Context: an optimization exercise on an open-source flow, tuned for small area and a short achievable clock period. The choices shown serve that exercise and are no tape-out recipe.
Only simulation tests tie the RTL to the original design; equivalence was not proved.
No driver is modelled on the clock port, so clock power and skew are understated where the tree is cut down; a real chip needs a root buffer or a tree.
No activity file was given, so power comes from the tool's default toggle rates.

fjord:
Design alu_top, start of the top module:
module alu_top (
        input  logic        clk,
        input  logic [11:0] a_in,
        input  logic [11:0] b_in,
        input  logic        carry_in,
        input  logic [2:0]  func_code,
        output logic [11:0] a_out,
        output logic        carry_out,
        output logic        equ_out,
        output logic        overflow_out
    );
    logic [11:0] a_q, b_q;
    logic        carry_q;
    logic [2:0]  func_q;
    wire  [11:0] bx;
    wire         cxn;
    wire  [11:0] res;
    wire         res_carry, res_equ, res_overflow;
    alu_prep core_prep (
        .b_in(b_in), .carry_in(carry_in), .func_code(func_code), .bx(bx), .cxn(cxn)
    );
    always_ff @(posedge clk) begin
        a_q     <= a_in;
        b_q     <= bx;
        carry_q <= cxn;
        func_q  <= func_code;
    end
    alu core_alu (
        .a_in(a_q), .bx(b_q), .cxn(carry_q), .func_code(func_q),
        .a_out(res), .carry_out(res_carry), .equ_out(res_equ), .overflow_out(res_overflow)
    );
    always_ff @(posedge clk) begin
        a_out        <= res;
        carry_out    <= res_carry;
        equ_out      <= res_equ;
        overflow_out <= res_overflow;
    end
endmodule
Size in the first run: roughly 300 cells after synthesis, about 44 I/O pins, about 2500 sq um of cells after synthesis.
Settings: LEC_CHECK=0, CAP_MARGIN=20, CORE_MARGIN=2, CORE_UTILIZATION=40, SETUP_SLACK_MARGIN=2.45, SLEW_MARGIN=20, SYNTH_HIERARCHICAL=1; clock period 4.0 ns.
standard.sh (not shown) runs the stock make flow with config.mk's settings and CLKGATE_MAP_FILE= SYNTH_SCRIPT=/design/flow/synth_recipe.tcl, a recipe that flattens the netlist after the stock synthesis.
==> flow/flow/run.sh <==
#!/bin/bash
# Own layout flow: the standard ORFS flow (standard.sh) with the standard
# synthesis unchanged, and these changes to the layout steps:
#  - before floorplanning, flow/downsize.tcl removes synthesis's buffers and
#    sets each logic cell to its smallest size, for the repair steps to
#    upsize where timing needs it;
#  - the port buffers are plain buffers (BUF_CELL) instead of the delay
#    cells that buffer_ports picks by default;
#  - clock tree synthesis adds no dummy loads (CTS_ARGS);
#  - after clock tree synthesis, flow/skew.tcl clocks the first register
#    stage from the root of the tree (useful skew for the paths between the
#    stages) and then runs the post-CTS timing repair itself.
# Each step's output goes to a log file in the work folder; ORFS's own logs
# stay under orfs/logs.
set -euo pipefail
HERE=$(cd "$(dirname "$0")" && pwd)
BUF_CELL=${BUF_CELL:-sky130_fd_sc_hd__buf_1}
CTS="-sink_clustering_enable -repair_clock_nets -dont_use_dummy_load"
export SKEW_CLOCK_NET=clk
bash standard.sh synth > synth.log 2>&1
bash standard.sh "PRE_FLOORPLAN_TCL=$HERE/downsize.tcl" \
  "BUFFER_PORTS_ARGS=-buffer_cell $BUF_CELL" "CTS_ARGS=$CTS" \
  SKIP_CTS_REPAIR_TIMING=1 "POST_CTS_TCL=$HERE/skew.tcl" finish > layout.log 2>&1
Other scripts of this flow, unchanged in this note and not shown: flow/flow/downsize.tcl, flow/flow/skew.tcl
Input changes introduced in pepper (baseline for comparison: fjord):
Settings: a change of SETUP_SLACK_MARGIN from 2.45 to 2.3.
[summary]
pepper ended with every stage complete and zero timing, DRC or antenna violations.
fjord did not stop at any stage, and its layout met the timing, DRC and antenna checks.
pepper gives more sequential power than fjord did.
Against fjord, pepper comes in 3.5 points lower on share of total power in combinational logic.
Compared with fjord, pepper ends up with less cell area.
[compare] base=fjord new=pepper: routed wire length now smaller, switching power as a share of total power now smaller.
#### Input delta (garnet over pepper)
Settings: SETUP_SLACK_MARGIN: 2.3 -> 2.2.
[summary]
Re worst hold slack: garnet and pepper aren't equal, and the lower value belongs to garnet.
Between garnet and pepper, setup slack is higher for pepper, garnet comes in under that.
In summary, garnet completed successfully, with a layout that passed the timing, DRC and antenna checks.
pepper: flow completed, timing, DRC and antenna clean
Against pepper as the reference, garnet delivers a higher total half-perimeter wirelength after legalization and detailed placement.
In garnet the arrival time at the worst endpoint turned out 0.02 ns higher than in pepper.
Between pepper and garnet, power decreased.
Number of optimization iterations in the first detailed-route pass: garnet vs pepper up 1
The final reports for garnet and pepper show overall track demand over capacity in global routing higher in the former.
The more densely filled core belongs to pepper, not garnet.
Changes in violet relative to garnet:
Settings: SETUP_SLACK_MARGIN: 2.2 -> 2.4.
### Flow results
Relative to garnet, wire length of the first global-routing pass increased by about 1.5% in violet.
Relative to garnet, critical path depth has decreased by 1 in violet.
Taking garnet as the reference, in violet number of cells after detailed placement roughly the same, power higher, final critical-path setup slack higher.
In violet, overall via count from detail_route is higher than in garnet.
violet -> garnet: hold-critical path depth delta 0, exact match
Both conditions hold for violet: the flow ran to the end and the final layout passed the timing, DRC and antenna checks.
Both conditions hold for garnet: the flow ran to the end and the final layout passed the timing, DRC and antenna checks.

Another version of the RTL of alu_top (not shown whole).
Size: about 270 cells after synthesis, roughly 44 I/O pins, roughly 0.0025 mm2 of cells after synthesis.
clock: 4.0 ns
lec_check: 0
cap_margin: 20
core_margin: 2
core_utilization: 40
setup_slack_margin: 2.3
slew_margin: 20
synth_hierarchical: 1
==> flow/flow/run.sh <==
#!/bin/bash
# Own layout flow: the standard ORFS flow (standard.sh) with the standard
# synthesis unchanged, and two changes to the layout steps:
#  - before floorplanning, flow/downsize.tcl removes synthesis's buffers and
#    sets each logic cell to its smallest size, for the repair steps to
#    upsize where timing needs it;
#  - the port buffers are plain buffers (BUF_CELL) instead of the delay
#    cells that buffer_ports picks by default.
# Each step's output goes to a log file in the work folder; ORFS's own logs
# stay under orfs/logs.
set -euo pipefail
HERE=$(cd "$(dirname "$0")" && pwd)
BUF_CELL=${BUF_CELL:-sky130_fd_sc_hd__buf_1}
bash standard.sh synth > synth.log 2>&1
bash standard.sh "PRE_FLOORPLAN_TCL=$HERE/downsize.tcl" \
  "BUFFER_PORTS_ARGS=-buffer_cell $BUF_CELL" finish > layout.log 2>&1
==> flow/flow/downsize.tcl <==
# Before floorplanning: remove the buffers that synthesis inserted and set
# every combinational cell to the smallest library cell of the same function.
# The repair steps of the flow then buffer and upsize what the clock period
# needs. Registers keep their cells.
remove_buffers
set n_changed 0
foreach inst [[ord::get_db_block] getInsts] {
  set m [[$inst getMaster] getName]
  if {![regexp {^(sky130_fd_sc_hd__[a-z0-9]+)_([0-9]+)$} $m -> base drv]} { continue }
  if {[regexp {df|dl|sdf|edf|clk|conb|tap|fill|decap} $base]} { continue }
  set best ""
  set best_area 1e9
  foreach lc [get_lib_cells ${base}_*] {
    set name [get_name $lc]
    if {![regexp "^${base}_\[0-9\]+\$" $name]} { continue }
    if {[get_property $lc dont_use]} { continue }
    set a [get_property $lc area]
    if {$a < $best_area} { set best $name; set best_area $a }
  }
  if {$best ne "" && $best ne $m} {
    replace_cell [get_cells [$inst getName]] [get_lib_cells $best]
    incr n_changed
  }
}
puts "downsize: $n_changed cells changed"
Next try:
- SETUP_SLACK_MARGIN: 2.3 -> 2.0
The changed run passed the timing, DRC and antenna checks.
Routed wire length goes down by 10%.
Synthesized cell count stays the same.
Total power goes down by 9.8%.
Worst hold slack improved by 6.2 ps.
Non-clock buffer count goes down by 10.
Combinational power goes down by 23%.
Clock skew goes down by 5.7 ps.
Next try:
- SETUP_SLACK_MARGIN: 2.0 -> 2.2
Result:
- design area climbs by about 11%
- final cell count climbs by about 1.2%
- critical path depth does not change
- total power climbs by 7.0%
- wire length climbs by about 5%
- global-route usage drops by 0.14 points
- synthesized area does not change
- non-clock buffer count climbs by 2
- die area is unchanged
Next try:
--- a/flow/flow/run.sh
+++ b/flow/flow/run.sh
@@ -3 +3 @@
-# synthesis unchanged, and two changes to the layout steps:
+# synthesis unchanged, and these changes to the layout steps:
@@ -8 +8,2 @@
-#    cells that buffer_ports picks by default.
+#    cells that buffer_ports picks by default;
+#  - clock tree synthesis adds no dummy loads (CTS_ARGS).
@@ -13,0 +15 @@
+CTS="-sink_clustering_enable -repair_clock_nets -dont_use_dummy_load"
@@ -16 +18 @@
-  "BUFFER_PORTS_ARGS=-buffer_cell $BUF_CELL" finish > layout.log 2>&1
+  "BUFFER_PORTS_ARGS=-buffer_cell $BUF_CELL" "CTS_ARGS=$CTS" finish > layout.log 2>&1
- SETUP_SLACK_MARGIN: 2.2 -> 2.0
Effect: Wire length is lower by about 5.3%; non-clock buffer count drops by 2; die area stays the same; first-iteration DRC count goes up by 16%; via count drops by 4.4%; worst setup slack degrades by 130 ps; final area fell by about 10%; flip-flop and latch count does not change; clock power falls by about 15%; clock-buffer cell count drops by 1; clock skew came out higher by 11 ps.

port drivers added, routing unchanged:
The results above use ideal ports. As a check the final layouts listed here were re-extracted and re-timed, cells and wires unchanged. Step 1 assumes that a clkbuf_16 drives the clock port and a buf_2 every other input. Step 2, shift: input delay + t, output delay - t, t = (earliest + latest rising clock arrival at the registers) / 2. This alone moves slack from input paths to output paths. a / b / c = ideal ports / drivers / drivers and shift; a / b = the first two.
run	t, ns	setup WS [ns]	cell pins on the clock port's net
fjord	0.254	2.440 / 2.440 / 2.296	2
pepper	0.253	2.339 / 2.339 / 2.202	2
garnet	0.253	2.250 / 2.251 / 2.251	2
violet	0.254	2.449 / 2.436 / 2.292	2
the first run of note 2	0.325	2.277 / 2.253 / 1.928	1
the second run of note 2	0.314	2.148 / 2.151 / 1.838	1
the third run of note 2	0.316	2.236 / 2.228 / 1.912	1
the fourth run of note 2	0.309	2.108 / 2.111 / 1.802	1
After both steps every run listed still meets setup and hold. The setup slack of the first run of note 2, which loses most, moves by -0.024 ns with the drivers and by -0.349 ns with both steps.
